Source: an optimization exercise on an open RTL-to-GDS flow (aim: small area). Production flows keep margins and buffers that such runs may drop.
Where RTL was checked, it was by simulation tests only, not by an equivalence proof against the original.
Function not checked in runs 1 to 3: the RTL went through the layout flow alone.
The flow treats the clock pin as an ideal source, which a real chip does not have.
No activity file was given, so power comes from the tool's default toggle rates.

===== flow/design.v =====
module sdram_controller (
    wr_addr,
    wr_data,
    wr_enable,
    rd_addr,
    rd_data,
    rd_ready,
    rd_enable,
    busy, rst_n, clk,
    addr, bank_addr, data_in, data_out, data_oe, clock_enable, cs_n, ras_n, cas_n, we_n,
    data_mask_low, data_mask_high
);
input  [23:0] wr_addr;
input  [15:0] wr_data;
input         wr_enable;
input  [23:0] rd_addr;
output [15:0] rd_data;
input         rd_enable;
output        rd_ready;
output        busy;
input         rst_n;
input         clk;
output [12:0] addr;
output [1:0]  bank_addr;
input  [15:0] data_in;
output [15:0] data_out;
output        data_oe;
output        clock_enable;
output        cs_n;
output        ras_n;
output        cas_n;
output        we_n;
output        data_mask_low;
output        data_mask_high;
localparam [9:0] S0  = 10'd363;    
localparam [9:0] SM11 = 10'd291;   
reg [12:0] row_r;      
reg [8:0]  col_r;      
reg [1:0]  bank_r;     
reg [15:0] wr_data_r;
reg [15:0] rd_data_r;
reg [9:0]  rcnt;
reg        ref_due;    
reg        seq;        
reg        acc;        
reg        rd;         
reg [2:0]  phase;
wire post   = acc & phase[2] & phase[1] & (phase[0] | ~rd);
wire act    = acc & (phase == 3'd0);
wire cas    = acc & (phase == 3'd3);
wire dec    = (~seq & ~acc) | post;             
wire [9:0] rcnt_next = {rcnt[8:0], rcnt[9] ^ rcnt[2]};
wire at518  = ~rcnt[8] & ~rcnt[7] & ~rcnt[4] & ~rcnt[3] & ~rcnt[1] & ~rcnt[0];
wire s_pall = seq & ~rcnt[4] & ~rcnt[3] & ~rcnt[2];                  
wire s_ref  = seq & ((~rcnt[6] & ~rcnt[5] & ~rcnt[4]) |
                     (~rcnt[9] & rcnt[7] & rcnt[4] & ~rcnt[2]));    
wire s_mrs  = seq & ~rcnt[4] & ~rcnt[2] & ~rcnt[1];                  
wire s_end  = ~rcnt[6] & rcnt[5] & ~rcnt[3] & rcnt[2];               
always @(posedge clk) begin
  if (rd_enable)
    {bank_r, col_r} <= {rd_addr[23:22], rd_addr[8:0]};
  else if (wr_enable)
    {bank_r, col_r} <= {wr_addr[23:22], wr_addr[8:0]};
  row_r <= rd_enable ? rd_addr[21:9] : wr_addr[21:9];
  if (wr_enable)
    wr_data_r <= wr_data;
  rd_data_r <= data_in;
  phase <= dec ? 3'd0 : phase + 3'd1;
  if (dec)
    rd <= rd_enable;
  if (~rst_n) begin
    seq     <= 1'b1;
    acc     <= 1'b0;
    ref_due <= 1'b0;
    rcnt    <= S0;
  end else if (dec & ref_due) begin
    seq     <= 1'b1;
    acc     <= 1'b0;
    ref_due <= 1'b0;
    rcnt    <= SM11;
  end else begin
    if (dec)
      acc <= rd_enable | wr_enable;
    if (s_end)
      seq <= 1'b0;
    if (at518)
      ref_due <= 1'b1;
    rcnt <= rcnt_next;
  end
end
assign clock_enable = 1'b1;
assign cs_n  = 1'b0;
assign ras_n = ~(act | s_pall | s_ref | s_mrs);
assign cas_n = ~(cas | s_ref | s_mrs);
assign we_n  = ~((cas & ~rd) | s_pall | s_mrs);
assign data_oe  = cas & ~rd;
assign data_out = wr_data_r;
assign data_mask_low  = ~acc | post;
assign data_mask_high = ~acc | post;
assign busy     = acc & (phase != 3'd0);
assign rd_ready = post & rd;
assign rd_data  = rd_data_r;
assign bank_addr = bank_r & {2{acc}};
assign addr[12:11] = row_r[12:11] & {2{acc}};
assign addr[10]    = acc ? (row_r[10] | ~act) : rcnt[1];   
assign addr[9]     = row_r[9] | ~acc;
assign addr[8:0]   = acc ? (act ? row_r[8:0] : col_r) : 9'h030;
endmodule

===== flow/config.mk =====
export PLATFORM = sky130hd
export DESIGN_NAME = sdram_controller
export DESIGN_NICKNAME = sdram_controller
export VERILOG_FILES = /design/flow/design.v
export SDC_FILE = /design/flow/constraint.sdc
export NUM_CORES = 4
export LEC_CHECK = 0
export CAP_MARGIN = 20
export CORE_MARGIN = 2
export CORE_UTILIZATION = 40
export PLACE_DENSITY = 0.6
export SLEW_MARGIN = 20

===== flow/standard.sh =====
#!/bin/bash
# synth_recipe.tcl (not shown) runs the flow's synth.tcl, then flattens the netlist and writes it again
# the make line also repeats each setting of config.mk as NAME=value (left out here)
make -C /OpenROAD-flow-scripts/flow DESIGN_CONFIG=/design/flow/config.mk WORK_HOME=/design/flow/orfs CLKGATE_MAP_FILE= SYNTH_SCRIPT=/design/flow/synth_recipe.tcl "${@:-finish}"

===== flow/flow/run.sh =====
#!/bin/bash
# Standard ORFS layout, with each port buffered by buf_1 and a small clock tree
# (no dummy clock loads).
set -euo pipefail
export BUFFER_PORTS_ARGS="-buffer_cell sky130_fd_sc_hd__buf_1"
export CTS_ARGS="-sink_clustering_enable -repair_clock_nets -dont_use_dummy_load -buf_list sky130_fd_sc_hd__clkbuf_4 -sink_clustering_size 24 -sink_clustering_max_diameter 100"
bash standard.sh finish > flow_make.log 2>&1

===== flow/constraint.sdc =====
create_clock -name core_clock -period 7.5 [get_ports {clk}]
set_input_delay 1.5000 -clock core_clock [delete_from_list [all_inputs] [get_ports {clk}]]
set_output_delay 1.5000 -clock core_clock [all_outputs]
set_load 0.01 [all_outputs]

==> results of run 1 <==
## power breakdown
part           switching [mW]  leakage, nW  internal, mW  total [mW]
Combinational          0.0422        0.517        0.0400      0.0822
Sequential             0.0183        0.655         0.447       0.465
Clock                   0.112       0.0414        0.0559       0.168
## cells by family after synthesis
kind of cell             synth area share
adder cells (fa/ha/maj)           0.01407
XOR/XNOR                         0.003284
AND/OR/NAND/NOR                   0.09428
flip-flops                         0.6529
buffers and inverters             0.03143
other                            0.002815
multiplexers                       0.1013
AO/OA/AOI/OAI                     0.09991
## cell usage in the layout, fill, tap and decap left out, types with 4 or more instances in the layout
master / n
a21oi_1: 6
nor2_1: 8
and2_1: 6
edfxtp_1: 28
buf_1: 138
o211ai_1: 5
nand2_1: 25
inv_1: 5
mux2_2: 24
dfxtp_1: 45
o211a_1: 4
clkbuf_4: 9
a21boi_0: 7
## sequential cells by signal (all words and copies together), names as in the netlist
signal,count
rd_data_r,16
wr_data_r,16
row_r,13
rcnt,10
col_r,9
phase,3
bank_r,2
acc,1
rd,1
ref_due,1
seq,1
## routing by layer
| layer | GRT usage | part of all wire | vias to the layer above |
|---|---|---|---|
| met4 | 0.07648 | 0.022 | 0 |
| li1 | - | - | 1000 |
| met2 | 0.2621 | 0.46 | 101 |
| met3 | 0.04716 | 0.076 | 11 |
| met5 | 0 | 0 | - |
| met1 | 0.1957 | 0.44 | 920 |
## worst max-delay path, cell delays in order, from the launching register on
cell and delay, ns:
dfxtp_1 0.38, inv_1 0.09, ha_1 0.15, nor2b_1 0.66, nand2_1 0.13, a21boi_0 0.25, buf_1 0.18
## how the worst min path moves through the flow
stage / to / start / depth (start not counted) / slack, ns
6_report: rcnt[9] / rcnt[8] / 1 / 0.43
5_1_grt: rcnt[9] / rcnt[8] / 1 / 0.47
4_1_cts: rcnt[9] / rcnt[8] / 1 / 0.44
3_5_place_dp: rcnt[9] / rcnt[8] / 1 / 0.45
3_3_place_gp: rcnt[1] / rcnt[0] / 1 / 0.44
2_1_floorplan: rcnt[1] / rcnt[0] / 1 / 0.42
## per-stage QoR
step	hold slack, ns	std cells	utilization	area (sq um)
final	0.4321	420	0.5170	3302
after global routing	0.4686	420	0.5170	3302
after CTS	0.4376	420	0.5170	3302
after detailed placement	0.4457	411	0.5065	3234
after global placement	0.4411	411	0.5065	3234
after floorplan	0.4151	205	-	2668
## area by class of cell
type,count,area share
Sequential cell,73,0.5275
Multi-Input combinational cell,115,0.2550
Timing Repair Buffer,139,0.1592
Tap cell,77,0.02918
Clock buffer,9,0.02046
Inverter,7,0.008715
==> flow_metrics.tcl, run 1 <==
set metrics [dict create \
    clock-sinks 73 \
    synth_cells 205 \
    fp.coreArea_sq_um 6386 \
    layout-drive-gt1-share 0.1195 \
    clkLatencyLatePin_ns 0.39 \
    cts_buffers 9 \
    r2r-end "rcnt[1]" \
    grt-ovfl-total 0 \
    start_kind "flop" \
    antenna_cells 0 \
    layout_setup_ws_ns 3.794 \
    nFillCells 610 \
    final-max-slew-violation-count 0 \
    cts_root_buffer "clkbuf_4" \
    synth_area_leaders "dfxtp_1 34%, edfxtp_1 32%, mux2_2 10%, nand2_1 3.5%, a21boi_0 2.0%" \
    rr_worst_depth 4 \
    cts_hold_buf 0 \
    die_x_microns 85.67 \
    ys_warn_count 1 \
    clk_pin_slew_ns 0.09 \
    cts_max_level 3 \
    syn2layout_area_growth_pct 23.78 \
    max_cap_viol_count 0 \
    ant_nets 0 \
    wl_per_cell_microns 13.92 \
    powerDensity_nw_per_um2 216.8 \
    via_per_inst 4.838 \
    period_needed_ns 3.706 \
    yosysTopAreaCell "dfxtp_1" \
    synth-seq-area-share 0.6529 \
    start_util 0.4177 \
    dieArea_sq_um 7338 \
    post_cts_resized 0 \
    path_max_fanout 10 \
    ios 141 \
    hp-class "reg2reg" \
    outcome "timing/DRC/antenna clean" \
    reg2reg_from "acc" \
    drtIter0Drc 106 \
    num_vias 2032 \
    nets 432 \
    cts_tree "yes" \
    arrival_ns 2.21 \
    grt_pass1_wl_microns 8887 \
    p_leak_nw 1.214 \
    critPathCapture "addr[7]" \
    die_h_microns 85.67 \
    regArea_sq_um 1742 \
    rrSetupSlack_ns 5.74 \
    clockBufferDepth 2 \
    rows 29 \
    endpoint_kind "output pin" \
    dp_slack_ns 4.183 \
    power_mw 0.7157 \
    timing.fmax_ghz 0.2698 \
    synthArstFlopShare 0 \
    synth.cell_area_sq_um 2668 \
    dp_hpwl_microns 4335 \
    required_ns 6.00 \
    track_usage 0.1606 \
    post_cts_buffers 0 \
    grt_pass1_vias 1959 \
    avgSynthCellArea_sq_um 13.01 \
    multiInputGateArea_sq_um 842.1 \
    port_buffers 138 \
    tns_ns 0 \
    firstDrtPassIters 4 \
    drc 0 \
    antenna_found_initial 0 \
    relSlewSlack 0.4036 \
    synth_edf_count 28 \
    hold_viol_final 0 \
    yosysMostFrequentCell "dfxtp_1" \
    ir_drop_mv 0.1376 \
    worstMarginPinSlew_ns 0.8946 \
    wl_microns 5848 \
    rsz0062_at_grt "no" \
    synth_nets 292 \
    ys_types 36 \
    finalClockSkew_ns 0.02510 \
    critical_path.startpoint "phase[0]" \
    path_class "reg2out" \
    setup_viol 0 \
    synth_seq_cells 73 \
    grt_max_degree 28 \
    finalCritPeriodShare 0.4941 \
    place.gp.congestion 0.8306 \
    synth.top_cell.area_share 0.3377 \
    synthFlopType "dfxtp_1" \
    synth_common_cells "45 x dfxtp_1, 28 x edfxtp_1, 25 x nand2_1, 24 x mux2_2, 8 x nor2_1" \
]
==> inputs of run 2 (changes only) <==
--- a/flow/design.v
+++ b/flow/design.v
@@ -37,4 +37,6 @@
 reg [12:0] row_r;      
-reg [8:0]  col_r;      
-reg [1:0]  bank_r;     
+reg [8:0]  col_n;      
+reg [1:0]  bank_n;     
+wire [8:0] col_r  = ~col_n;
+wire [1:0] bank_r = ~bank_n;
 reg [15:0] wr_data_r;
@@ -58,10 +60,11 @@
 wire s_end  = ~rcnt[6] & rcnt[5] & ~rcnt[3] & rcnt[2];               
+wire ld_rd = rd_enable;
+wire ld_wr = ~rd_enable & wr_enable;
+wire hold  = ~rd_enable & ~wr_enable;
 always @(posedge clk) begin
-  if (rd_enable)
-    {bank_r, col_r} <= {rd_addr[23:22], rd_addr[8:0]};
-  else if (wr_enable)
-    {bank_r, col_r} <= {wr_addr[23:22], wr_addr[8:0]};
+  {bank_n, col_n} <= ~(({11{ld_rd}} & {rd_addr[23:22], rd_addr[8:0]}) |
+                     ({11{ld_wr}} & {wr_addr[23:22], wr_addr[8:0]}) |
+                     ({11{hold}}  & {bank_r, col_r}));
   row_r <= rd_enable ? rd_addr[21:9] : wr_addr[21:9];
-  if (wr_enable)
-    wr_data_r <= wr_data;
+  wr_data_r <= ({16{wr_enable}} & wr_data) | ({16{~wr_enable}} & wr_data_r);
   rd_data_r <= data_in;
==> flow/flow/run.sh (replaced) <==
#!/bin/bash
# The standard ORFS layout with three changes to how it is made:
#  - synthesis maps logic with an area-oriented ABC script (abc_area_map.script)
#    in place of ORFS's delay-oriented one; everything else in synthesis,
#    including the flip-flops and their names, is the standard synthesis;
#  - each port is buffered by the smallest buffer (buf_1);
#  - the clock tree uses clkbuf_4 and no dummy loads.
set -euo pipefail
rm -rf scripts_area
cp -r "$FLOW_HOME/scripts" scripts_area
cp flow/abc_area_map.script scripts_area/abc_speed.script
export SCRIPTS_DIR="$PWD/scripts_area"
export BUFFER_PORTS_ARGS="-buffer_cell sky130_fd_sc_hd__buf_1"
export CTS_ARGS="-sink_clustering_enable -repair_clock_nets -dont_use_dummy_load -buf_list sky130_fd_sc_hd__clkbuf_4"
bash standard.sh finish > flow_make.log 2>&1
==> flow/flow/abc_area_map.script (new file) <==
strash
dch
amap
topo
==> run 2 against run 1 <==
  * Still clean on timing, DRC and antenna
  * Utilization up 2.3 points
  * Design area down 8.2%
  * Setup slack worse by 0.17 ns
  * Synthesized cell count down 2.9%
  * First-iteration DRC count up 4.7%
  * Worst hold slack better by 0.023 ns
  * Sequential share of layout area up 1.1 points
  * Area after synthesis down 11%
  * Critical path type unchanged
==> flow_metrics.tcl, run 2 <==
set metrics [dict create \
    start_kind "flop" \
    die_x_microns 80.85 \
    drc 0 \
    cts_buffers 9 \
    fp.coreArea_sq_um 5608 \
    via_per_inst 4.671 \
    avgSynthCellArea_sq_um 11.87 \
    critical_path.cell_chain "clkinv_1 -> ha_1 -> clkinv_1 -> o21ai_0 -> clkinv_1 -> a21oi_1 -> buf_1" \
    cts_root_buffer "clkbuf_4" \
    hold_viol_final 0 \
    crit_buf_inv 4 \
    tns_ns 0 \
    final_cell_mix "138 x buf_1, 56 x dfxtp_1, 28 x clkinv_1" \
    relSlewSlack 0.3741 \
    final-max-slew-violation-count 0 \
    slowest_stage "o21ai_0" \
    max_cap_viol_count 0 \
    wl_microns 5574 \
    ys_warn_count 1 \
    yosysMostFrequentCell "dfxtp_1" \
    antenna_found_initial 0 \
    antenna_cells 0 \
    dp_hpwl_microns 4218 \
    place.gp.congestion 0.7614 \
    cp.depth 7 \
    path_common_cell "clkinv_1" \
    power_mw 0.7024 \
    ir_drop_mv 0.1504 \
    final_cells 417 \
    fin_util 0.5404 \
    yosysTopAreaCell "dfxtp_1" \
    outcome "timing/DRC/antenna clean" \
    path_class "reg2out" \
    required_ns 6.00 \
    synth_area_leaders "dfxtp_1 47%, edfxtp_1 22%, a22o_1 4.8%, a222oi_1 4.7%, clkinv_1 4.4%" \
    ios 141 \
    clockBufferDepth 2 \
    start_util 0.4212 \
    clock-sinks 73 \
    post_cts_resized 0 \
    synthArstFlopShare 0 \
    grt_use_met2 0.2901 \
    hp-class "reg2reg" \
    track_usage 0.1824 \
    grt-ovfl-total 0 \
    drtIter0Drc 111 \
    rr_worst_depth 8 \
    synth-seq-area-share 0.6907 \
    die_h_microns 80.85 \
    critPathMaxStageDelay_ns 0.73 \
    path_max_fanout 8 \
    layout-drive-gt1-share 0.03188 \
    firstDrtPassIters 4 \
    synthFlopType "dfxtp_1" \
    rsz0062_at_grt "no" \
    clkLatencyLatePin_ns 0.38 \
    finalClockSkew_ns 0.03298 \
    synth_cells 199 \
    nets 434 \
    use_met1 0.2288 \
    ys_types 23 \
    p_leak_nw 1.096 \
    cpLargestDelayFamily "compound AO/OA/AOI/OAI gates" \
    synth_common_cells "56 x dfxtp_1, 28 x clkinv_1, 17 x edfxtp_1, 15 x nor2_1, 13 x a22o_1" \
    reg2reg_from "rd" \
    synth_nets 286 \
    nFillCells 560 \
    wl_per_cell_microns 13.37 \
    synth_edf_count 17 \
    final_common_cell "buf_1" \
    grt_pass1_wl_microns 8832 \
    r2r-end "rcnt[1]" \
    cts_max_level 3 \
    grt_max_degree 29 \
    rrSetupSlack_ns 5.48 \
    syn2layout_area_growth_pct 28.28 \
    setup_viol 0 \
    clk_pin_slew_ns 0.08 \
    placed_cells 408 \
    ant_nets 0 \
    synth_seq_cells 73 \
    num_vias 1948 \
    worstMarginPinSlew_ns 0.9290 \
    grt.busiest_layer "met2" \
    timing.fmax_ghz 0.2582 \
    grt_pass1_vias 1880 \
    cts_tree "yes" \
    synth.top_cell.area_share 0.4746 \
    endpoint_kind "output pin" \
    post_cts_buffers 0 \
    rows 27 \
    period_needed_ns 3.873 \
    finalCritPeriodShare 0.5164 \
    arrival_ns 2.37 \
    critPathCapture "addr[4]" \
    grtUsageMet3 0.04333 \
    cts_hold_buf 0 \
    powerDensity_nw_per_um2 231.8 \
    fin_hold_ws_ns 0.4547 \
    dieArea_sq_um 6537 \
    port_buffers 138 \
    synth.cell_area_sq_um 2362 \
    critical_path.startpoint "phase[0]" \
]
run 2: how the worst min path moves through the flow:
stage | slack, ns | from | endpoint | cells past startpoint
2_1_floorplan | 0.42 | rcnt[0] | rcnt[1] | 1
3_3_place_gp | 0.43 | rcnt[0] | rcnt[1] | 1
3_5_place_dp | 0.43 | rcnt[0] | rcnt[1] | 1
4_1_cts | 0.46 | rcnt[0] | rcnt[1] | 1
5_1_grt | 0.48 | rcnt[0] | rcnt[1] | 1
6_report | 0.45 | rcnt[0] | rcnt[1] | 1
run 2: cells by family after synthesis:
kind of cell | count (synthesis) | share of synthesized area
and+or+nand+nor | 44 | 0.08845
other | 2 | 0.003179
DFF | 73 | 0.6907
buffers and inverters | 31 | 0.05402
adders and majority gates | 3 | 0.01589
AOI/OAI and AO/OA | 46 | 0.1478
run 2: report_power, final:
part	internal (mW)	total [mW]	switching, mW
combinational	0.0381	0.0832	0.0450
clock	0.0558	0.164	0.108
sequential	0.438	0.455	0.0172
total	0.532	0.702	0.171
run 2: area by class of cell:
cell class | instances | area [sq um] | area share
Inverter | 28 | 105.1 | 0.03468
Tap cell | 72 | 90.09 | 0.02973
Timing Repair Buffer | 140 | 533.0 | 0.1759
Clock buffer | 9 | 67.56 | 0.02230
Sequential cell | 73 | 1632 | 0.5384
Multi-Input combinational cell | 95 | 603.1 | 0.1990
run 2: per-stage QoR:
step	worst slack, ns	instance area, sq um
after detailed placement	3.967	2963
after global placement	3.978	2963
final	3.627	3030
after global routing	3.404	3030
after CTS	3.531	3030
after floorplan	4.488	2362
run 2: metal layers:
metal | wire (microns) | part of all wire
met5 | 0 | 0
met4 | 122 | 0.022
met3 | 433 | 0.078
met2 | 2692 | 0.48
met1 | 2326 | 0.42
==> inputs of run 3 (changes only) <==
--- a/flow/flow/run.sh
+++ b/flow/flow/run.sh
@@ -6,3 +6,4 @@
 #  - each port is buffered by the smallest buffer (buf_1);
-#  - the clock tree uses clkbuf_4 and no dummy loads.
+#  - the clock tree uses clkbuf_4 and no dummy loads; after it is built,
+#    post_cts.tcl upsizes the clock buffers whose output slew is high.
 set -euo pipefail
@@ -13,2 +14,3 @@
 export BUFFER_PORTS_ARGS="-buffer_cell sky130_fd_sc_hd__buf_1"
+export POST_CTS_TCL="$PWD/flow/post_cts.tcl"
 export CTS_ARGS="-sink_clustering_enable -repair_clock_nets -dont_use_dummy_load -buf_list sky130_fd_sc_hd__clkbuf_4"
==> flow/flow/post_cts.tcl (new file) <==
estimate_parasitics -placement
set upsized 0
foreach inst [get_cells clkbuf_*] {
  set out [get_pins -of_objects $inst -filter "direction==output"]
  if {[get_property $out slew_max] > 0.095} {
    replace_cell $inst sky130_fd_sc_hd__clkbuf_8
    incr upsized
  }
}
puts "post_cts: upsized $upsized clock buffers"
if {$upsized > 0} {
  detailed_placement
  estimate_parasitics -placement
}
==> run 3 against run 2 <==
  * Die area stayed put
  * Count of clock-buffer cells in the layout stayed put
  * Area after synthesis stayed put
  * Power is 2.6% higher
  * Largest power group unchanged
  * Design area is 0.62% higher
==> flow_metrics.tcl, run 3 <==
set metrics [dict create \
    outcome "timing/DRC/antenna clean" \
    endpoint_kind "output pin" \
    slowest_stage "o21ai_0" \
    grt_pass1_wl_microns 8845 \
    firstDrtPassIters 4 \
    period_needed_ns 3.887 \
    max_cap_viol_count 0 \
    path_class "reg2out" \
    wl_per_cell_microns 13.32 \
    drc 0 \
    avgSynthCellArea_sq_um 11.87 \
    required_ns 6.00 \
    yosysMostFrequentCell "dfxtp_1" \
    relSlewSlack 0.3763 \
    rsz0062_at_grt "no" \
    via_per_inst 4.657 \
    path_common_cell "clkinv_1" \
    synthArstFlopShare 0 \
    tns_ns 0 \
    final-max-slew-violation-count 0 \
    timing.fmax_ghz 0.2573 \
    cpLargestDelayFamily "compound AO/OA/AOI/OAI gates" \
    antenna_cells 0 \
    switching_share 0.2387 \
    finalClockSkew_ns 0.02201 \
    grt_pass1_vias 1876 \
    yosysTopAreaCell "dfxtp_1" \
    clkLatencyLatePin_ns 0.39 \
    synth_nets 286 \
    synth_seq_cells 73 \
    rows 27 \
    p_switching_mw 0.1720 \
    p_comb_frac 0.115 \
    die_x_microns 80.85 \
    clk_pin_slew_ns 0.08 \
    clock-sinks 73 \
    setup_viol 0 \
    crit_buf_inv 4 \
    cp.depth 7 \
    power_mw 0.7207 \
    start_util 0.4212 \
    whs_path_depth 1 \
    synth_edf_count 17 \
    layout-drive-gt1-share 0.03188 \
    hp-class "reg2reg" \
    synth_common_cells "56 x dfxtp_1, 28 x clkinv_1, 17 x edfxtp_1, 15 x nor2_1, 13 x a22o_1" \
    dp_hpwl_microns 4218 \
    nets 434 \
    p_seq_frac 0.632 \
    synth_area_leaders "dfxtp_1 47%, edfxtp_1 22%, a22o_1 4.8%, a222oi_1 4.7%, clkinv_1 4.4%" \
    drtIter0Drc 109 \
    dieArea_sq_um 6537 \
    ys_warn_count 1 \
    antenna_found_initial 0 \
    grt_max_degree 29 \
    syn2layout_area_growth_pct 29.08 \
    synth_cells 199 \
    port_buffers 138 \
    start_kind "flop" \
    synthFlopType "dfxtp_1" \
    p_leak_nw 1.104 \
    arrival_ns 2.39 \
    synth-seq-area-share 0.6907 \
    synth.cell_area_sq_um 2362 \
    power_frac_clock 0.253 \
    finalCritPeriodShare 0.5183 \
    synth.top_cell.area_share 0.4746 \
    num_vias 1942 \
    cts_tree "yes" \
    die_h_microns 80.85 \
    internal_power_mw 0.5487 \
    worstMarginPinSlew_ns 0.9258 \
    ios 141 \
    ys_types 23 \
    grt-ovfl-total 0 \
    path_max_fanout 8 \
    rr_worst_depth 8 \
    final_common_cell "buf_1" \
    wl_microns 5556 \
    track_usage 0.1831 \
    place.gp.congestion 0.7614 \
    critical_path.cell_chain "clkinv_1 -> ha_1 -> clkinv_1 -> o21ai_0 -> clkinv_1 -> a21oi_1 -> buf_1" \
    hold_viol_final 0 \
    fp.coreArea_sq_um 5608 \
    final_cell_mix "138 x buf_1, 56 x dfxtp_1, 28 x clkinv_1" \
    ant_nets 0 \
    ir_drop_mv 0.1701 \
    powerDensity_nw_per_um2 236.4 \
    critPathMaxStageDelay_ns 0.72 \
]
==> run 3: cell counts after synthesis <==
Identical to the previous run, type by type.
==> run 3: layout make-up <==
cell class | instances | area, sq um
inverters | 28 | 105.1
clock buffers | 9 | 86.33
flip-flops and latches | 73 | 1632
fillers | 556 | 2559
well taps | 72 | 90.09
repair buffers | 140 | 533.0
multi-input cells | 95 | 603.1
==> run 3: path summary, 6_finish.rpt <==
check	from	end	slack [ns]
min	rcnt[8]	rcnt[9]	0.45
max reg2reg	rd	rcnt[8]	5.45
min reg2reg	rcnt[8]	rcnt[9]	0.45
max	phase[0]	addr[4]	3.61
==> run 3: power by group through the flow <==
stage	combinational (mW)	sequential, mW	clock (mW)
2_1_floorplan	0.0405	0.467	0
5_1_grt	0.0979	0.459	0.207
3_5_place_dp	0.0840	0.464	0
3_3_place_gp	0.0833	0.463	0
6_report	0.0831	0.455	0.182
==> run 3: metrics by stage <==
| step | cell area, sq um | cells | hold WS, ns | setup slack, ns | utilization |
|---|---|---|---|---|---|
| global route | 3049 | 417 | 0.4562 | 3.382 | 0.5437 |
| floorplan | 2362 | 199 | 0.4196 | 4.488 | - |
| finish | 3049 | 417 | 0.4471 | 3.613 | 0.5437 |
| global placement | 2963 | 408 | 0.4332 | 3.978 | 0.5283 |
| detailed placement | 2963 | 408 | 0.4347 | 3.967 | 0.5283 |
==> run 3: kinds of logic after synthesis <==
logic type | count (synthesis) | synth area share
simple gates | 44 | 0.08845
flops | 73 | 0.6907
compound gates | 46 | 0.1478
fa+ha+maj | 3 | 0.01589
other cells | 2 | 0.003179
buf+inv | 31 | 0.05402
==> run 3: metal layers <==
layer  vias to the layer above  GRT usage  routed length [microns]
met5                         -          0                        0
li1                        995          -                        -
met3                        11    0.04667                      441
met4                         0     0.1000                      123
met2                        85     0.2901                     2697
met1                       851     0.2288                     2294
==> inputs of run 4 (changes only) <==
--- a/flow/design.v
+++ b/flow/design.v
@@ -49,5 +49,6 @@
 reg [2:0]  phase;
-wire post   = acc & phase[2] & phase[1] & (phase[0] | ~rd);
-wire act    = acc & (phase == 3'd0);
-wire cas    = acc & (phase == 3'd3);
+wire ph_in  = phase[2] ? (~phase[1] & phase[0]) : (phase[1] | ~phase[0]);
+wire post   = acc & phase[2] & ~phase[0] & (~phase[1] | ~rd);    
+wire act    = acc & (phase == 3'b000);
+wire cas    = acc & (phase == 3'b101);
 wire dec    = (~seq & ~acc) | post;             
@@ -68,5 +69,6 @@
   row_r <= rd_enable ? rd_addr[21:9] : wr_addr[21:9];
-  wr_data_r <= ({16{wr_enable}} & wr_data) | ({16{~wr_enable}} & wr_data_r);
+  if (wr_enable)
+    wr_data_r <= wr_data;
   rd_data_r <= data_in;
-  phase <= dec ? 3'd0 : phase + 3'd1;
+  phase <= dec ? 3'b000 : {phase[1:0], ph_in};
   if (dec)
--- a/flow/flow/post_cts.tcl
+++ b/flow/flow/post_cts.tcl
@@ -4,3 +4,3 @@
   set out [get_pins -of_objects $inst -filter "direction==output"]
-  if {[get_property $out slew_max] > 0.095} {
+  if {[get_property $out slew_max] > 0.11} {
     replace_cell $inst sky130_fd_sc_hd__clkbuf_8
--- a/flow/config.mk
+++ b/flow/config.mk
@@ -9,4 +9,4 @@
 export CORE_MARGIN = 2
-export CORE_UTILIZATION = 40
-export PLACE_DENSITY = 0.6
+export CORE_UTILIZATION = 60
+export PLACE_DENSITY = 0.75
 export SLEW_MARGIN = 20
==> run 4 against run 3 <==
  * Routed wire length rose by 2.3%
  * Utilization up 26 points
  * Cell count down 6.2%
  * Non-clock buffer count unchanged
  * Synthesized cell count is 1.0% lower
  * Clock skew decreased by 0.0071 ns
  * Critical path type unchanged
  * Largest cell class unchanged
==> flow_metrics.tcl, run 4 <==
set metrics [dict create \
    num_vias 2010 \
    p_leak_nw 1.086 \
    antenna_found_initial 0 \
    synth.top_cell.area_share 0.4804 \
    max_cap_viol_count 0 \
    rr_worst_depth 8 \
    synthAdderAreaFrac 0.005362 \
    track_usage 0.2746 \
    avgSynthCellArea_sq_um 11.85 \
    ios 141 \
    powerDensity_nw_per_um2 238.6 \
    setup_viol 0 \
    final-max-slew-violation-count 0 \
    synth_common_cells "56 x dfxtp_1, 25 x clkinv_1, 19 x nor2_1, 17 x edfxtp_1, 13 x a22o_1" \
    synth_edf_count 17 \
    path_class "reg2out" \
    r2r-end "rcnt[1]" \
    worstMarginPinSlew_ns 0.8218 \
    finalCritPeriodShare 0.4594 \
    drc 0 \
    ys_types 23 \
    synth_top_family_by_area "compound AO/OA/AOI/OAI gates" \
    drtIter0Drc 179 \
    antenna_cells 0 \
    period_needed_ns 3.445 \
    grt_max_degree 29 \
    relSlewSlack 0.4501 \
    tns_ns 0 \
    ys_warn_count 1 \
    arrival_ns 1.95 \
    nets 430 \
    synthArstFlopShare 0 \
    placed_cells 382 \
    start_util 0.6326 \
    via_per_inst 5.141 \
    finalClockSkew_ns 0.01493 \
    final_cells 391 \
    rsz0062_at_grt "no" \
    hp-class "reg2reg" \
    wl_per_cell_microns 14.54 \
    clock-sinks 73 \
    synth_xor_area_frac 0 \
    synth_area_leaders "dfxtp_1 48%, edfxtp_1 22%, a22o_1 4.9%, a222oi_1 4.7%, clkinv_1 4.0%" \
    synth_seq_cells 73 \
    synth_compound_area_frac 0.1480 \
    start_kind "flop" \
    layout_setup_ws_ns 4.055 \
    fin_util 0.8073 \
    grt-ovfl-total 0 \
    timing.fmax_ghz 0.2903 \
    layout-drive-gt1-share 0.03207 \
    port_buffers 138 \
    synth-seq-area-share 0.6992 \
    synth_cells 197 \
    dp_hpwl_microns 4456 \
    yosysMostFrequentCell "dfxtp_1" \
    critical_path.startpoint "acc" \
    dp_slack_ns 4.432 \
    reg_top3 "rd_data_r (16), wr_data_r (16), row_r (13)" \
    synthMuxAreaShare 0 \
    yosysTopAreaCell "dfxtp_1" \
    outcome "timing/DRC/antenna clean" \
    die_h_microns 66.37 \
    firstDrtPassIters 6 \
    critPathCapture "addr[7]" \
    synth.cell_area_sq_um 2333 \
    endpoint_kind "output pin" \
    rrSetupSlack_ns 5.35 \
    syn2layout_area_growth_pct 27.61 \
    required_ns 6.00 \
    synth_nets 282 \
    clkLatencyLatePin_ns 0.34 \
    hold_viol_final 0 \
    ant_nets 0 \
    grt_pass1_vias 1826 \
    reg2reg_from "phase[1]" \
    die_x_microns 66.37 \
    path_max_fanout 7 \
    final_common_cell "buf_1" \
    ir_drop_mv 0.1603 \
    synth-simple-area-share 0.09437 \
    place.gp.congestion 0.7860 \
    clk_pin_slew_ns 0.10 \
    rows 22 \
    worstHoldStart "rcnt[8]" \
    fp.coreArea_sq_um 3689 \
    grt_pass1_wl_microns 8576 \
    final_cell_mix "138 x buf_1, 56 x dfxtp_1, 25 x clkinv_1" \
    cts_tree "yes" \
    power_mw 0.7106 \
    dieArea_sq_um 4404 \
    wl_microns 5686 \
    synthFlopType "dfxtp_1" \
]
-- run 4: cell count changes in the layout (fill, tap and decap cells not counted), sizes merged, moves of 2 or more --
cell	change
ha	-2
nor2	+4
clkinv	-3
nand2	+2
nor3	-2
-- run 4: cell families (layout without fill, tap and decap cells) --
group / count (synthesis) / count (layout)
flops: 73 / 73
simple gates: 48 / 48
compound gates: 45 / 45
buf+inv: 28 / 174
other cells: 2 / 2
fa+ha+maj: 1 / 1
-- run 4: how the worst min path moves through the flow --
stage | end | slack, ns | depth (start not counted)
final | rcnt[9] | 0.46 | 1
after global routing | rcnt[9] | 0.48 | 1
after detailed placement | phase[1] | 0.46 | 2
after global placement | rcnt[1] | 0.43 | 1
after floorplan | rcnt[1] | 0.42 | 1
-- run 4: power by group --
part           leakage [nW]  switching, mW  total [mW]  internal (mW)
sequential            0.636         0.0181       0.457          0.439
combinational         0.406         0.0477      0.0838         0.0361
clock                0.0440          0.108       0.170         0.0621
total                  1.09          0.174       0.711          0.537
-- run 4: per-stage QoR --
step           cell area [sq um]  hold slack, ns
6_report                    2978          0.4594
5_1_grt                     2978          0.4792
3_5_place_dp                2904          0.4596
3_3_place_gp                2904          0.4325
2_1_floorplan               2333          0.4196
-- run 4: layer usage --
metal | GRT usage | part of all wire | vias to the layer above
li1 | - | - | 987
met2 | 0.4550 | 0.52 | 107
met4 | 0.1097 | 0.020 | 0
met3 | 0.1039 | 0.085 | 12
met1 | 0.3199 | 0.38 | 904
met5 | 0 | 0 | -
-- run 4: final cells by class --
type / instances / area, sq um
clock buffers: 9 / 73.82
inverters: 25 / 93.84
repair buffers: 140 / 533.0
flip-flops and latches: 73 / 1632
fillers: 253 / 710.7
multi-input cells: 96 / 585.6
well taps: 48 / 60.06
-- run 4: worst max-delay path: stages (launching register included) --
cell and delay (ns):
dfxtp_1 0.44, clkinv_1 0.20, nor2_1 0.29, clkinv_1 0.26, o21ai_0 0.24, buf_1 0.18
==> inputs of run 5 (changes only) <==
--- a/flow/config.mk
+++ b/flow/config.mk
@@ -9,4 +9,4 @@
 export CORE_MARGIN = 2
-export CORE_UTILIZATION = 60
-export PLACE_DENSITY = 0.75
+export CORE_UTILIZATION = 40
+export PLACE_DENSITY = 0.6
 export SLEW_MARGIN = 20
==> run 5 against run 4 <==
  * Synthesized cell count unchanged
  * Critical path depth unchanged
  * First-iteration DRC count decreased by 50%
  * Largest power group unchanged
  * Register-to-register slack improved by 0.13 ns
  * Die area increased by 47%
  * Sequential share of layout area decreased by 0.52 points
  * Highest routed layer unchanged
  * Routed wire length decreased by 5.8%
  * Largest cell class unchanged
==> flow_metrics.tcl, run 5 <==
set metrics [dict create \
    ys_types 23 \
    synth_area_leaders "dfxtp_1 48%, edfxtp_1 22%, a22o_1 4.9%, a222oi_1 4.7%, clkinv_1 4.0%" \
    dieArea_sq_um 6461 \
    grt_pass1_vias 1801 \
    track_usage 0.1754 \
    antenna_found_initial 0 \
    regArea_sq_um 1632 \
    hold_viol_final 0 \
    p_leak_nw 1.084 \
    worstMarginPinSlew_ns 0.9211 \
    required_ns 6.00 \
    rsz0062_at_grt "no" \
    timing.fmax_ghz 0.2874 \
    clkLatencyLatePin_ns 0.34 \
    synth_edf_count 17 \
    firstDrtPassIters 4 \
    start_kind "flop" \
    grt-ovfl-total 0 \
    nets 429 \
    nFillCells 561 \
    relSlewSlack 0.3859 \
    multiInputGateArea_sq_um 585.6 \
    ir_drop_mv 0.1106 \
    avgSynthCellArea_sq_um 11.85 \
    max_cap_viol_count 0 \
    arrival_ns 1.98 \
    port_buffers 138 \
    synth_common_cells "56 x dfxtp_1, 25 x clkinv_1, 19 x nor2_1, 17 x edfxtp_1, 13 x a22o_1" \
    synth-seq-area-share 0.6992 \
    via_per_inst 4.635 \
    final-max-slew-violation-count 0 \
    rows 27 \
    place.gp.congestion 0.7413 \
    drtIter0Drc 89 \
    layout_setup_ws_ns 4.021 \
    synth.top_cell.area_share 0.4804 \
    die_h_microns 80.38 \
    ios 141 \
    syn2layout_area_growth_pct 28.85 \
    path_max_fanout 7 \
    num_vias 1919 \
    wl_microns 5354 \
    cts_tree "yes" \
    yosysTopAreaCell "dfxtp_1" \
    synthArstFlopShare 0 \
    ys_warn_count 1 \
    ant_nets 0 \
    fin_hold_ws_ns 0.4601 \
    outcome "timing/DRC/antenna clean" \
    grt_pass1_wl_microns 8390 \
    tns_ns 0 \
    fp.coreArea_sq_um 5574 \
    hp-class "reg2reg" \
    synth.cell_area_sq_um 2333 \
    fin_util 0.5394 \
    finalClockSkew_ns 0.02810 \
    dp_slack_ns 4.270 \
    synth_nets 282 \
    period_needed_ns 3.479 \
    yosysMostFrequentCell "dfxtp_1" \
    synth_seq_cells 73 \
    clock-sinks 73 \
    die_x_microns 80.38 \
    drc 0 \
    endpoint_kind "output pin" \
    setup_viol 0 \
    synthFlopType "dfxtp_1" \
    wl_per_cell_microns 12.93 \
    start_util 0.4186 \
    grt_max_degree 29 \
    layout-drive-gt1-share 0.02924 \
    finalCritPeriodShare 0.4639 \
    antenna_cells 0 \
    final_cell_mix "138 x buf_1, 56 x dfxtp_1, 25 x clkinv_1" \
    final_common_cell "buf_1" \
    clk_pin_slew_ns 0.09 \
    reg_top3 "rd_data_r (16), wr_data_r (16), row_r (13)" \
    dp_hpwl_microns 4214 \
    synth_cells 197 \
    powerDensity_nw_per_um2 237.1 \
    path_class "reg2out" \
]
-- run 5: cell count changes in the layout (fill, tap and decap cells not counted) --
cell and change:
buf_4 -1, clkbuf_8 +1, clkbuf_4 -1
-- run 5: cells by family after synthesis --
family                   count (synthesis)  synth area share
buffers and inverters                   28           0.04987
AO/OA/AOI/OAI                           45            0.1480
adder cells (fa/ha/maj)                  1          0.005361
AND/OR/NAND/NOR                         48           0.09437
flip-flops                              73            0.6992
other                                    2          0.003218
-- run 5: area by class of cell --
type	count	area share
flip-flops and latches	73	0.5427
multi-input cells	96	0.1948
repair buffers	139	0.1748
inverters	25	0.03121
well taps	72	0.02996
clock buffers	9	0.02663
-- run 5: worst paths after layout --
path             from  endpoint  slack (ns)  cells past startpoint
min reg2reg  phase[1]  phase[2]        0.46                      2
max reg2reg  phase[1]   rcnt[1]        5.48                      8
max               acc   addr[3]        4.02                      5
min          phase[1]  phase[2]        0.46                      2
-- run 5: stage by stage --
stage          instance area, sq um  instances  power [mW]
6_report                       3007        414      0.7128
5_1_grt                        3007        414      0.7539
3_5_place_dp                   2927        405      0.5460
3_3_place_gp                   2927        405      0.5443
2_1_floorplan                  2333        197      0.5063
-- run 5: report_power, final --
group	switching [mW]	internal, mW
clock network	0.110	0.0678
logic	0.0443	0.0355
registers	0.0162	0.439
total	0.171	0.542
-- run 5: worst max-delay path, cell delays in order (launching register included) --
cell      delay [ns]
dfxtp_1         0.45
clkinv_1        0.25
nor2_1          0.29
clkinv_1        0.24
o21ai_0         0.24
buf_1           0.19
-- run 5: per-layer routing --
metal  share of wire  GRT usage  vias up
met5               0          0        -
met4           0.016    0.09153        0
met3           0.099    0.06067        7
met2            0.47     0.2800       96
met1            0.41     0.2079      832
li1                -          -      984
==> inputs of run 6 (changes only) <==
--- a/flow/flow/post_cts.tcl
+++ b/flow/flow/post_cts.tcl
@@ -4,3 +4,3 @@
   set out [get_pins -of_objects $inst -filter "direction==output"]
-  if {[get_property $out slew_max] > 0.11} {
+  if {[get_property $out slew_max] > 0.095} {
     replace_cell $inst sky130_fd_sc_hd__clkbuf_8
==> run 6 against run 5 <==
  * Design area up 0.62%
  * Utilization up 0.34 points
  * Sequential cell count unchanged
  * Clock power up 11%
  * Via count up 0.36%
  * Global-route usage about the same
  * Setup slack worse by 0.0039 ns
  * Non-clock buffer count unchanged
  * Area after synthesis unchanged
  * Critical path type unchanged
  * Critical endpoint unchanged
  * Largest cell class unchanged
  * Largest power group unchanged
==> flow_metrics.tcl, run 6 <==
set metrics [dict create \
    outcome "timing/DRC/antenna clean" \
    timing.fmax_ghz 0.2871 \
    synth_area_leaders "dfxtp_1 48%, edfxtp_1 22%, a22o_1 4.9%, a222oi_1 4.7%, clkinv_1 4.0%" \
    synth.cell_area_sq_um 2333 \
    drtIter0Drc 85 \
    synth_cells 197 \
    cts_tree "yes" \
    endpoint_kind "output pin" \
    worstMarginPinSlew_ns 0.9132 \
    layout-drive-gt1-share 0.02924 \
    period_needed_ns 3.483 \
    avgSynthCellArea_sq_um 11.85 \
    regArea_sq_um 1632 \
    hp-class "reg2reg" \
    multiInputGateArea_sq_um 585.6 \
    synth_edf_count 17 \
    yosysMostFrequentCell "dfxtp_1" \
    clk_pin_slew_ns 0.09 \
    syn2layout_area_growth_pct 29.65 \
    nets 429 \
    start_kind "flop" \
    place.gp.congestion 0.7413 \
    setup_viol 0 \
    placed_cells 405 \
    ios 141 \
    fp.coreArea_sq_um 5574 \
    synthFlopType "dfxtp_1" \
    path_class "reg2out" \
    die_h_microns 80.38 \
    track_usage 0.1752 \
    finalCritPeriodShare 0.4644 \
    dpl_cell_area_sq_um 2927 \
    grt_max_degree 29 \
    tns_ns 0 \
    antenna_found_initial 0 \
    num_vias 1926 \
    final_cell_mix "138 x buf_1, 56 x dfxtp_1, 25 x clkinv_1" \
    max_cap_viol_count 0 \
    synth.top_cell.area_share 0.4804 \
    rsz0062_at_grt "no" \
    synth_nets 282 \
    die_x_microns 80.38 \
    dieArea_sq_um 6461 \
    port_buffers 138 \
    p_leak_nw 1.091 \
    relSlewSlack 0.3912 \
    required_ns 6.00 \
    start_util 0.4186 \
    dp_hpwl_microns 4214 \
    drc 0 \
    antenna_cells 0 \
    rows 27 \
    grt_pass1_wl_microns 8376 \
    ir_drop_mv 0.1097 \
    hold_viol_final 0 \
    final-max-slew-violation-count 0 \
    clock-sinks 73 \
    final_cells 414 \
    ys_warn_count 1 \
    ys_types 23 \
    power_mw 0.7328 \
    synthArstFlopShare 0 \
    reg_top3 "rd_data_r (16), wr_data_r (16), row_r (13)" \
    via_per_inst 4.652 \
    arrival_ns 1.98 \
    ant_nets 0 \
    final_common_cell "buf_1" \
    fin_util 0.5428 \
    synth_seq_cells 73 \
    final_area_sq_um 3025 \
    rr_worst_depth 8 \
    yosysTopAreaCell "dfxtp_1" \
    wl_per_cell_microns 13.01 \
    whs_path_depth 2 \
    synth-seq-area-share 0.6992 \
    nFillCells 556 \
    synth_common_cells "56 x dfxtp_1, 25 x clkinv_1, 19 x nor2_1, 17 x edfxtp_1, 13 x a22o_1" \
    grt_pass1_vias 1806 \
    finalClockSkew_ns 0.01841 \
    firstDrtPassIters 5 \
    powerDensity_nw_per_um2 242.2 \
    grt-ovfl-total 0 \
    path_max_fanout 7 \
    wl_microns 5387 \
    clkLatencyLatePin_ns 0.33 \
]
[run 6: cell counts after synthesis]
Identical to the previous run, type by type.
[run 6: power by group]
group / leakage (nW) / total (mW) / switching, mW / internal (mW)
clock network: 0.0544 / 0.198 / 0.113 / 0.0847
logic: 0.401 / 0.0799 / 0.0444 / 0.0355
registers: 0.636 / 0.455 / 0.0163 / 0.439
[run 6: path summary, 6_finish.rpt]
path | from | end | slack (ns)
min | phase[1] | phase[2] | 0.46
max reg2reg | phase[1] | rcnt[8] | 5.46
max | acc | addr[3] | 4.02
min reg2reg | phase[1] | phase[2] | 0.46
[run 6: critical path: stages (launching register included)]
cell and delay (ns):
dfxtp_1 0.45, clkinv_1 0.25, nor2_1 0.28, clkinv_1 0.24, o21ai_0 0.24, buf_1 0.19
[run 6: logic make-up after synthesis]
| logic type | after synthesis | share of synthesized area |
|---|---|---|
| DFF | 73 | 0.6992 |
| and+or+nand+nor | 48 | 0.09437 |
| AOI/OAI and AO/OA | 45 | 0.1480 |
| buffers and inverters | 28 | 0.04987 |
| other | 2 | 0.003218 |
| adders and majority gates | 1 | 0.005361 |
[run 6: per-stage QoR]
stage	worst slack (ns)	hold slack, ns
final	4.017	0.4601
after global routing	3.734	0.4772
after detailed placement	4.270	0.4421
after global placement	4.328	0.4469
after floorplan	4.625	0.4196
[run 6: cell type report]
type	instances	share of cell area
flip-flops and latches	73	0.5393
repair buffers	139	0.1737
well taps	72	0.02978
clock buffers	9	0.03267
multi-input cells	96	0.1935
inverters	25	0.03102
[run 6: layer usage]
layer | vias to the layer above | wire length [microns] | track usage
li1 | 985 | - | -
met1 | 833 | 2232 | 0.2064
met2 | 99 | 2527 | 0.2808
met3 | 9 | 527 | 0.06067
met4 | 0 | 100 | 0.09153
met5 | - | 0 | 0
==> inputs of run 7 (changes only) <==
--- a/flow/design.v
+++ b/flow/design.v
@@ -36,3 +36,4 @@
 localparam [9:0] SM11 = 10'd291;   
-reg [12:0] row_r;      
+reg [12:0] row_n;      
+wire [12:0] row_r = ~row_n;
 reg [8:0]  col_n;      
@@ -43,3 +44,5 @@
 reg [15:0] rd_data_r;
-reg [9:0]  rcnt;
+reg [9:0]  rcnt_q;     
+localparam [9:0] RMASK = 10'b1010101010;
+wire [9:0] rcnt = rcnt_q ^ RMASK;
 reg        ref_due;    
@@ -68,3 +71,3 @@
                      ({11{hold}}  & {bank_r, col_r}));
-  row_r <= rd_enable ? rd_addr[21:9] : wr_addr[21:9];
+  row_n <= ~(rd_enable ? rd_addr[21:9] : wr_addr[21:9]);
   if (wr_enable)
@@ -79,3 +82,3 @@
     ref_due <= 1'b0;
-    rcnt    <= S0;
+    rcnt_q  <= S0 ^ RMASK;
   end else if (dec & ref_due) begin
@@ -84,3 +87,3 @@
     ref_due <= 1'b0;
-    rcnt    <= SM11;
+    rcnt_q  <= SM11 ^ RMASK;
   end else begin
@@ -92,3 +95,3 @@
       ref_due <= 1'b1;
-    rcnt <= rcnt_next;
+    rcnt_q <= rcnt_next ^ RMASK;
   end
--- a/flow/flow/post_cts.tcl
+++ b/flow/flow/post_cts.tcl
@@ -4,3 +4,3 @@
   set out [get_pins -of_objects $inst -filter "direction==output"]
-  if {[get_property $out slew_max] > 0.095} {
+  if {[get_property $out slew_max] > 0.11} {
     replace_cell $inst sky130_fd_sc_hd__clkbuf_8
==> run 7 against run 6 <==
  * Non-clock buffer count is 1 higher
  * Sequential share of layout area is 1.4 points higher
  * Synthesized cell count is 6.1% lower
  * Sequential cell count stayed put
  * Via count is 1.3% higher
  * Power is 1.5% lower
  * Clock power is 6% lower
  * Combinational power hardly changed
  * Area after synthesis is 3.1% lower
  * Critical endpoint is now addr[7]
  * Highest routed layer unchanged
==> flow_metrics.tcl, run 7 <==
set metrics [dict create \
    synthFlopType "dfxtp_1" \
    rsz0062_at_grt "no" \
    firstDrtPassIters 4 \
    rr_worst_depth 8 \
    synthArstFlopShare 0 \
    synth_nets 270 \
    ir_drop_mv 0.1126 \
    synth_common_cells "56 x dfxtp_1, 24 x clkinv_1, 20 x o22ai_1, 19 x nor2_1, 17 x edfxtp_1" \
    fin_util 0.5389 \
    period_needed_ns 3.518 \
    final_common_cell "buf_1" \
    via_per_inst 4.844 \
    ys_types 25 \
    rows 27 \
    place.gp.congestion 0.7485 \
    worstHoldStart "rcnt_q[8]" \
    outcome "timing/DRC/antenna clean" \
    clock-sinks 73 \
    port_buffers 138 \
    clkLatencyLatePin_ns 0.33 \
    ant_nets 0 \
    reg2reg_from "phase[1]" \
    regArea_sq_um 1632 \
    final-max-slew-violation-count 0 \
    required_ns 6.00 \
    grt_max_degree 29 \
    hold_viol_final 0 \
    num_vias 1952 \
    path_class "reg2out" \
    multiInputGateArea_sq_um 518.0 \
    synth_cells 185 \
    ios 141 \
    drtIter0Drc 119 \
    antenna_found_initial 0 \
    cts_tree "yes" \
    fp.coreArea_sq_um 5473 \
    nets 418 \
    hp-class "reg2reg" \
    rrSetupSlack_ns 5.45 \
    reg_top3 "rd_data_r (16), wr_data_r (16), row_n (13)" \
    synth_area_leaders "dfxtp_1 50%, edfxtp_1 23%, o22ai_1 5.5%, a222oi_1 4.9%, clkinv_1 4.0%" \
    whs_path_depth 1 \
    antenna_cells 0 \
    yosysMostFrequentCell "dfxtp_1" \
    ys_warn_count 1 \
    r2r-end "rcnt_q[1]" \
    powerDensity_nw_per_um2 244.8 \
    dieArea_sq_um 6273 \
    synth_seq_cells 73 \
    tns_ns 0 \
    die_h_microns 79.20 \
    avgSynthCellArea_sq_um 12.23 \
    synth.cell_area_sq_um 2262 \
    relSlewSlack 0.4220 \
    finalClockSkew_ns 0.01652 \
    timing.fmax_ghz 0.2842 \
    track_usage 0.1782 \
    layout-drive-gt1-share 0.03323 \
    finalCritPeriodShare 0.4691 \
    max_cap_viol_count 0 \
    endpoint_kind "output pin" \
    arrival_ns 2.02 \
    grt_pass1_wl_microns 8397 \
    wl_per_cell_microns 13.57 \
    grt_pass1_vias 1804 \
    setup_viol 0 \
    drc 0 \
    p_leak_nw 1.049 \
    synth_edf_count 17 \
    synth.top_cell.area_share 0.4956 \
    nFillCells 539 \
    grt-ovfl-total 0 \
    clk_pin_slew_ns 0.09 \
    start_util 0.4134 \
    synth-seq-area-share 0.7212 \
    syn2layout_area_growth_pct 30.37 \
    holdPathEnd "rcnt_q[9]" \
    wl_microns 5467 \
    start_kind "flop" \
    final_cell_mix "138 x buf_1, 56 x dfxtp_1, 24 x clkinv_1" \
    path_max_fanout 8 \
    yosysTopAreaCell "dfxtp_1" \
    dp_hpwl_microns 4115 \
    worstMarginPinSlew_ns 0.8638 \
    die_x_microns 79.20 \
]
run 7: power by group:
part           internal (mW)  total (mW)  switching [mW]
sequential             0.439       0.456          0.0172
combinational         0.0344      0.0796          0.0452
clock                 0.0735       0.186           0.113
run 7: cell type report:
cell class,count,share of cell area
Timing Repair Buffer,140,0.1807
Tap cell,72,0.03055
Multi-Input combinational cell,85,0.1756
Clock buffer,9,0.02927
Inverter,24,0.03055
Sequential cell,73,0.5532
run 7: critical path, stage by stage, from the launching register on:
cell,delay (ns)
dfxtp_1,0.46
clkinv_1,0.22
nor2_1,0.26
clkinv_1,0.29
o22ai_1,0.26
buf_1,0.19
run 7: how the worst max path moves through the flow:
stage | from | end | cells after the start
after global routing | acc | addr[8] | 5
after detailed placement | acc | addr[7] | 5
after global placement | acc | addr[7] | 5
after floorplan | acc | addr[0] | 4
final | acc | addr[7] | 5
run 7: per-layer routing:
| layer | up-vias | track usage | share of wire |
|---|---|---|---|
| met1 | 892 | 0.2109 | 0.40 |
| met4 | 0 | 0.08793 | 0.017 |
| met2 | 92 | 0.3008 | 0.49 |
| met5 | - | 0 | 0 |
| met3 | 8 | 0.04432 | 0.088 |
| li1 | 960 | - | - |
run 7: cell families after synthesis:
family / count (synthesis) / synth area share
buf+inv: 27 / 0.04978
fa+ha+maj: 1 / 0.005530
flops: 73 / 0.7212
simple gates: 37 / 0.07190
compound gates: 45 / 0.1482
other cells: 2 / 0.003320
run 7: stage by stage:
step	instances	setup slack, ns	hold WS [ns]	total power [mW]	instance area, sq um
6_report	403	3.982	0.3924	0.7218	2949
5_1_grt	403	3.789	0.4035	0.7626	2949
2_1_floorplan	185	4.623	0.3576	0.5047	2262
3_5_place_dp	394	4.316	0.3726	0.5456	2863
3_3_place_gp	394	4.378	0.3715	0.5438	2863
==> inputs of run 8 (changes only) <==
--- a/flow/design.v
+++ b/flow/design.v
@@ -42,4 +42,4 @@
 wire [1:0] bank_r = ~bank_n;
-reg [15:0] wr_data_r;
-reg [15:0] rd_data_r;
+reg [15:0] dq_n;       
+wire [15:0] dq = ~dq_n;
 reg [9:0]  rcnt_q;     
@@ -67,2 +67,5 @@
 wire hold  = ~rd_enable & ~wr_enable;
+wire dq_cap  = rd & ~dec;
+wire dq_wr   = ~dq_cap & wr_enable;
+wire dq_hold = ~dq_cap & ~wr_enable;
 always @(posedge clk) begin
@@ -72,5 +75,5 @@
   row_n <= ~(rd_enable ? rd_addr[21:9] : wr_addr[21:9]);
-  if (wr_enable)
-    wr_data_r <= wr_data;
-  rd_data_r <= data_in;
+  dq_n <= ~(({16{dq_cap}} & data_in) |
+            ({16{dq_wr}}  & wr_data) |
+            ({16{dq_hold}} & dq));
   phase <= dec ? 3'b000 : {phase[1:0], ph_in};
@@ -104,3 +107,3 @@
 assign data_oe  = cas & ~rd;
-assign data_out = wr_data_r;
+assign data_out = dq;
 assign data_mask_low  = ~acc | post;
@@ -109,3 +112,3 @@
 assign rd_ready = post & rd;
-assign rd_data  = rd_data_r;
+assign rd_data  = dq;
 assign bank_addr = bank_r & {2{acc}};
==> run 8 against run 7 <==
  * Clock power is 19% lower
  * Via count grew 7.7%
  * Register-to-register slack worse by 0.46 ns
  * Largest cell class unchanged
==> flow_metrics.tcl, run 8 <==
set metrics [dict create \
    timing.fmax_ghz 0.2892 \
    slowest_stage "dfxtp_1" \
    final_common_cell "buf_1" \
    synth.top_cell.area_share 0.5243 \
    outcome "timing/DRC/antenna clean" \
    start_util 0.4160 \
    hold_viol_final 0 \
    synthFlopType "dfxtp_1" \
    dieArea_sq_um 5947 \
    path_common_cell "clkinv_1" \
    largest_reg_flops 16 \
    synth_cells 226 \
    path_class "reg2out" \
    tns_ns 0 \
    critPathMaxStageDelay_ns 0.47 \
    finalCritPeriodShare 0.4611 \
    die_h_microns 77.12 \
    grt_pass1_wl_microns 8659 \
    multiInputGateArea_sq_um 686.9 \
    clock-sinks 57 \
    wl_microns 5430 \
    layout-drive-gt1-share 0.03090 \
    antenna_cells 0 \
    firstDrtPassIters 5 \
    relSlewSlack 0.3150 \
    synth-seq-area-share 0.5383 \
    avgSynthCellArea_sq_um 9.462 \
    drtIter0Drc 140 \
    ios 141 \
    synth.cell_area_sq_um 2138 \
    worstHoldStart "rcnt_q[8]" \
    grt_pass1_vias 1983 \
    final_cell_mix "138 x buf_1, 56 x dfxtp_1, 42 x clkinv_1" \
    p_leak_nw 0.9592 \
    clkLatencyLatePin_ns 0.31 \
    required_ns 6.00 \
    dpl_cell_area_sq_um 2616 \
    reg2reg_from "acc" \
    synth_edf_count 1 \
    ys_types 22 \
    regArea_sq_um 1151 \
    drc 0 \
    die_x_microns 77.12 \
    period_needed_ns 3.458 \
    hp-class "reg2reg" \
    grt-ovfl-total 0 \
    nFillCells 518 \
    port_buffers 138 \
    finalClockSkew_ns 0.01775 \
    path_max_fanout 8 \
    reg_top3 "dq_n (16), row_n (13), rcnt_q (10)" \
    regMostFlops "dq_n" \
    via_per_inst 4.934 \
    clk_pin_slew_ns 0.09 \
    synth_seq_cells 57 \
    rows 26 \
    ant_nets 0 \
    ir_drop_mv 0.1251 \
    num_vias 2102 \
    fp.coreArea_sq_um 5140 \
    wl_per_cell_microns 12.75 \
    yosysMostFrequentCell "dfxtp_1" \
    critical_path.startpoint "acc" \
    max_cap_viol_count 0 \
    endpoint_kind "output pin" \
    place.gp.congestion 0.7898 \
    track_usage 0.1848 \
    yosysTopAreaCell "dfxtp_1" \
    worstMarginPinSlew_ns 1.024 \
    arrival_ns 1.96 \
    syn2layout_area_growth_pct 25.80 \
    synthArstFlopShare 0 \
    start_kind "flop" \
    final-max-slew-violation-count 0 \
    ys_warn_count 1 \
    critical_path.cell_chain "clkinv_1 -> nor2_1 -> clkinv_1 -> o22ai_1 -> buf_1" \
    antenna_found_initial 0 \
    rsz0062_at_grt "no" \
    grt_max_degree 29 \
    powerDensity_nw_per_um2 220.3 \
    nets 443 \
    synth_nets 311 \
    synth_area_leaders "dfxtp_1 52%, a222oi_1 13%, clkinv_1 7.4%, buf_4 6.7%, o22ai_1 5.9%" \
    synth_common_cells "56 x dfxtp_1, 42 x clkinv_1, 27 x a222oi_1, 24 x nor2_1, 20 x o22ai_1" \
    dp_hpwl_microns 4180 \
    setup_viol 0 \
    cts_tree "yes" \
    final_area_sq_um 2690 \
]
[run 8: cell types whose count changed after synthesis, sizes merged, moves of 2 or more]
cell / delta
clkinv: +18
buf: +16
nand3b: -2
nor2: +5
o21ai: +2
a222oi: +16
nand2: +3
nand3: +2
edfxtp: -16
[run 8: worst max-delay path: cells and delay by family, from the launching register on]
family	cells	cell delay (ns)
AND/OR/NAND/NOR	1	0.28
flip-flops	1	0.47
buffers and inverters	3	0.65
AO/OA/AOI/OAI	1	0.22
[run 8: metal layers]
layer | vias to the layer above | part of all wire | track usage
met5 | - | 0 | 0
met4 | 0 | 0.013 | 0.09821
met3 | 6 | 0.11 | 0.06706
met2 | 113 | 0.45 | 0.2904
met1 | 917 | 0.43 | 0.2207
li1 | 1066 | - | -
[run 8: stage by stage]
step                hold slack [ns]  instances  power (mW)  utilization  worst slack (ns)
global placement             0.3662        417      0.4504       0.5090             4.472
floorplan                    0.3576        226      0.4168            -             4.622
detailed placement           0.3696        417      0.4504       0.5090             4.393
global route                 0.3978        426      0.6313       0.5234             3.826
finish                       0.3837        426      0.5926       0.5234             4.042
[run 8: final timing paths]
check | end | slack (ns) | cells after the start
hold reg to reg | rcnt_q[9] | 0.38 | 1
setup / recovery | addr[1] | 4.04 | 5
hold / removal | rcnt_q[9] | 0.38 | 1
setup reg to reg | dq_n[1] | 4.99 | 5
[run 8: cells by family after synthesis]
family	Yosys count	share of synthesized area
other cells	2	0.003512
compound gates	58	0.2188
simple gates	47	0.09305
buf+inv	61	0.1404
flops	57	0.5383
fa+ha+maj	1	0.005850
[run 8: final cells by class]
cell class / instances / share of cell area
clock buffers: 9 / 0.02744
inverters: 42 / 0.05860
multi-input cells: 108 / 0.2553
flip-flops and latches: 57 / 0.4279
well taps: 70 / 0.03256
repair buffers: 140 / 0.1981
[run 8: where the power goes]
group / switching, mW / internal [mW] / total (mW)
Combinational: 0.0529 / 0.0391 / 0.0920
Clock: 0.0886 / 0.0619 / 0.150
Sequential: 0.0158 / 0.334 / 0.350
==> inputs of run 9 (changes only) <==
--- a/flow/design.v
+++ b/flow/design.v
@@ -48,5 +48,6 @@
 reg        ref_due;    
-reg        seq;        
-reg        acc;        
-reg        rd;         
+reg [1:0]  mode;
+wire       acc = mode[1];               
+wire       rd  = mode[0];               
+wire       seq = ~mode[1] & mode[0];    
 reg [2:0]  phase;
@@ -56,3 +57,3 @@
 wire cas    = acc & (phase == 3'b101);
-wire dec    = (~seq & ~acc) | post;             
+wire dec    = (mode == 2'b00) | post;          
 wire [9:0] rcnt_next = {rcnt[8:0], rcnt[9] ^ rcnt[2]};
@@ -79,7 +80,4 @@
   phase <= dec ? 3'b000 : {phase[1:0], ph_in};
-  if (dec)
-    rd <= rd_enable;
   if (~rst_n) begin
-    seq     <= 1'b1;
-    acc     <= 1'b0;
+    mode    <= 2'b01;
     ref_due <= 1'b0;
@@ -87,4 +85,3 @@
   end else if (dec & ref_due) begin
-    seq     <= 1'b1;
-    acc     <= 1'b0;
+    mode    <= 2'b01;
     ref_due <= 1'b0;
@@ -93,5 +90,5 @@
     if (dec)
-      acc <= rd_enable | wr_enable;
-    if (s_end)
-      seq <= 1'b0;
+      mode <= {rd_enable | wr_enable, rd_enable};
+    else if (seq & s_end)
+      mode <= 2'b00;
     if (at518)
==> run 9 against run 8 <==
  * Clock power fell by 5%
  * Sequential cell count fell by 1
  * Sequential share of layout area fell by 0.84 points
  * Cell count fell by 0.70%
  * Highest routed layer unchanged
  * Largest power group unchanged
  * Area after synthesis fell by 0.99%
  * Register-to-register slack improved by 0.35 ns
  * Utilization barely moved
  * Die area fell by 0.94%
  * Worst hold slack improved by 0.015 ns
  * Clock skew fell by 0.0046 ns
==> flow_metrics.tcl, run 9 <==
set metrics [dict create \
    die_x_microns 76.75 \
    synth_cells 225 \
    largest_reg_flops 16 \
    ys_types 24 \
    layout-drive-gt1-share 0.02550 \
    grt_max_degree 28 \
    place.gp.congestion 0.7621 \
    fp.coreArea_sq_um 5107 \
    syn2layout_area_growth_pct 26.24 \
    reg_top3 "dq_n (16), row_n (13), rcnt_q (10)" \
    relSlewSlack 0.4239 \
    period_needed_ns 3.579 \
    path_class "reg2out" \
    outcome "timing/DRC/antenna clean" \
    tns_ns 0 \
    yosysTopAreaCell "dfxtp_1" \
    synth_seq_cells 56 \
    firstDrtPassIters 6 \
    antenna_cells 0 \
    max_cap_viol_count 0 \
    endpoint_kind "output pin" \
    nFillCells 525 \
    dieArea_sq_um 5891 \
    finalClockSkew_ns 0.01312 \
    ant_nets 0 \
    synth_edf_count 0 \
    clk_pin_slew_ns 0.09 \
    synth_common_cells "56 x dfxtp_1, 42 x clkinv_1, 27 x a222oi_1, 27 x nor2_1, 20 x o22ai_1" \
    track_usage 0.1895 \
    final-max-slew-violation-count 0 \
    setup_viol 0 \
    placed_cells 416 \
    p_leak_nw 0.9535 \
    nets 440 \
    finalCritPeriodShare 0.4771 \
    grt-ovfl-total 0 \
    start_util 0.4145 \
    grt_pass1_vias 1910 \
    hold_viol_final 0 \
    synth.cell_area_sq_um 2117 \
    rsz0062_at_grt "no" \
    timing.fmax_ghz 0.2794 \
    wl_per_cell_microns 12.95 \
    clock-sinks 56 \
    num_vias 2128 \
    via_per_inst 5.031 \
    required_ns 6.00 \
    final_common_cell "buf_1" \
    dp_hpwl_microns 4216 \
    arrival_ns 2.08 \
    yosysMostFrequentCell "dfxtp_1" \
    ir_drop_mv 0.1276 \
    ys_warn_count 1 \
    synthArstFlopShare 0 \
    synth_area_leaders "dfxtp_1 53%, a222oi_1 13%, clkinv_1 7.4%, buf_4 6.7%, o22ai_1 5.9%" \
    port_buffers 138 \
    rows 26 \
    grt_pass1_wl_microns 8990 \
    ios 141 \
    drc 0 \
    final_cell_mix "138 x buf_1, 56 x dfxtp_1, 42 x clkinv_1" \
    synth.top_cell.area_share 0.5296 \
    hp-class "reg2reg" \
    regMostFlops "dq_n" \
    wl_microns 5478 \
    drtIter0Drc 165 \
    synth-seq-area-share 0.5296 \
    path_max_fanout 8 \
    avgSynthCellArea_sq_um 9.409 \
    antenna_found_initial 0 \
    powerDensity_nw_per_um2 352.2 \
    clkLatencyLatePin_ns 0.34 \
    worstMarginPinSlew_ns 0.8610 \
    die_h_microns 76.75 \
    final_cells 423 \
    synthFlopType "dfxtp_1" \
    cts_tree "yes" \
    start_kind "flop" \
    synth_nets 310 \
    rrSetupSlack_ns 5.34 \
]
==> run 9: path summary, 6_finish.rpt <==
check,startpoint,to,depth (start not counted)
hold / removal,rcnt_q[8],rcnt_q[9],1
hold reg to reg,rcnt_q[8],rcnt_q[9],1
setup reg to reg,mode[0],dq_n[2],7
setup / recovery,mode[1],addr[0],5
==> run 9: power breakdown <==
part           leakage (nW)  switching, mW  internal (mW)
combinational         0.449          0.250          0.145
sequential            0.471         0.0305          0.374
clock                0.0334         0.0871         0.0545
total                 0.953          0.367          0.574
==> run 9: logic make-up after synthesis <==
family          Yosys count  synth area share
flops                    56            0.5296
other cells               2          0.003547
buf+inv                  61            0.1418
simple gates             45           0.08866
compound gates           60            0.2305
fa+ha+maj                 1          0.005909
==> run 9: layout make-up <==
class | count | area (sq um) | share of cell area
inverters | 42 | 157.7 | 0.05899
clock buffers | 5 | 62.56 | 0.02341
well taps | 70 | 87.58 | 0.03277
multi-input cells | 108 | 695.7 | 0.2603
flip-flops and latches | 56 | 1121 | 0.4195
repair buffers | 142 | 548.0 | 0.2051
==> run 9: critical path, stage by stage, from the launching register on <==
cell      delay (ns)
dfxtp_1         0.46
clkinv_1        0.28
nor2_1          0.32
clkinv_1        0.28
o22ai_1         0.24
buf_1           0.17
==> run 9: routing by layer <==
metal | GRT usage | vias up | routed length, microns | part of all wire
li1 | - | 1065 | - | -
met1 | 0.2474 | 951 | 2466 | 0.45
met2 | 0.3088 | 106 | 2483 | 0.45
met3 | 0.05647 | 6 | 477 | 0.087
met4 | 0.04364 | 0 | 51 | 0.0093
met5 | 0 | - | 0 | 0
==> run 9: metrics by stage <==
step	area, sq um	setup WS, ns	power (mW)	hold slack [ns]	utilization
finish	2673	3.921	0.9413	0.3992	0.5233
global route	2673	3.690	1.016	0.4189	0.5233
detailed placement	2595	4.258	0.8067	0.3801	0.5081
global placement	2595	4.378	0.8034	0.3703	0.5081
floorplan	2117	4.591	0.7141	0.3576	-

afterwards: timing with drivers on the ports:
In the flow no input, the clock included, has a driving cell. The finished layouts below were timed again as built, in two steps.
Step 1 assumes that a clkbuf_16 drives the clock port and a buf_2 every other input.
Step 2 moves the port delays by t, midway between the first and last clock arrival at a register: inputs arrive t later, outputs are due t later. That takes back most of the time a late clock gives input paths.
Slacks: ideal ports / drivers / drivers and shift; pairs: ideal ports / drivers.
run | shift t [ns] | slack for setup (ns) | worst setup path after step 2 | worst data-port slew with drivers (ns)
run 1 | 0.410 | 3.794 / 3.766 / 4.176 | register to output | 0.05
run 2 | 0.402 | 3.627 / 3.600 / 4.003 | register to output | 0.05
run 3 | 0.406 | 3.613 / 3.586 / 3.992 | register to output | 0.05
run 4 | 0.356 | 4.055 / 4.027 / 4.383 | register to output | 0.06
run 5 | 0.351 | 4.021 / 3.990 / 4.300 | input to register | 0.05
run 6 | 0.351 | 4.017 / 3.986 / 4.292 | input to register | 0.05
run 7 | 0.354 | 3.982 / 3.956 / 4.309 | register to output | 0.05
run 8 | 0.339 | 4.042 / 4.012 / 4.351 | register to output | 0.04
run 9 | 0.358 | 3.921 / 3.896 / 4.255 | register to output | 0.05
After both steps setup and hold are still met in every run listed.
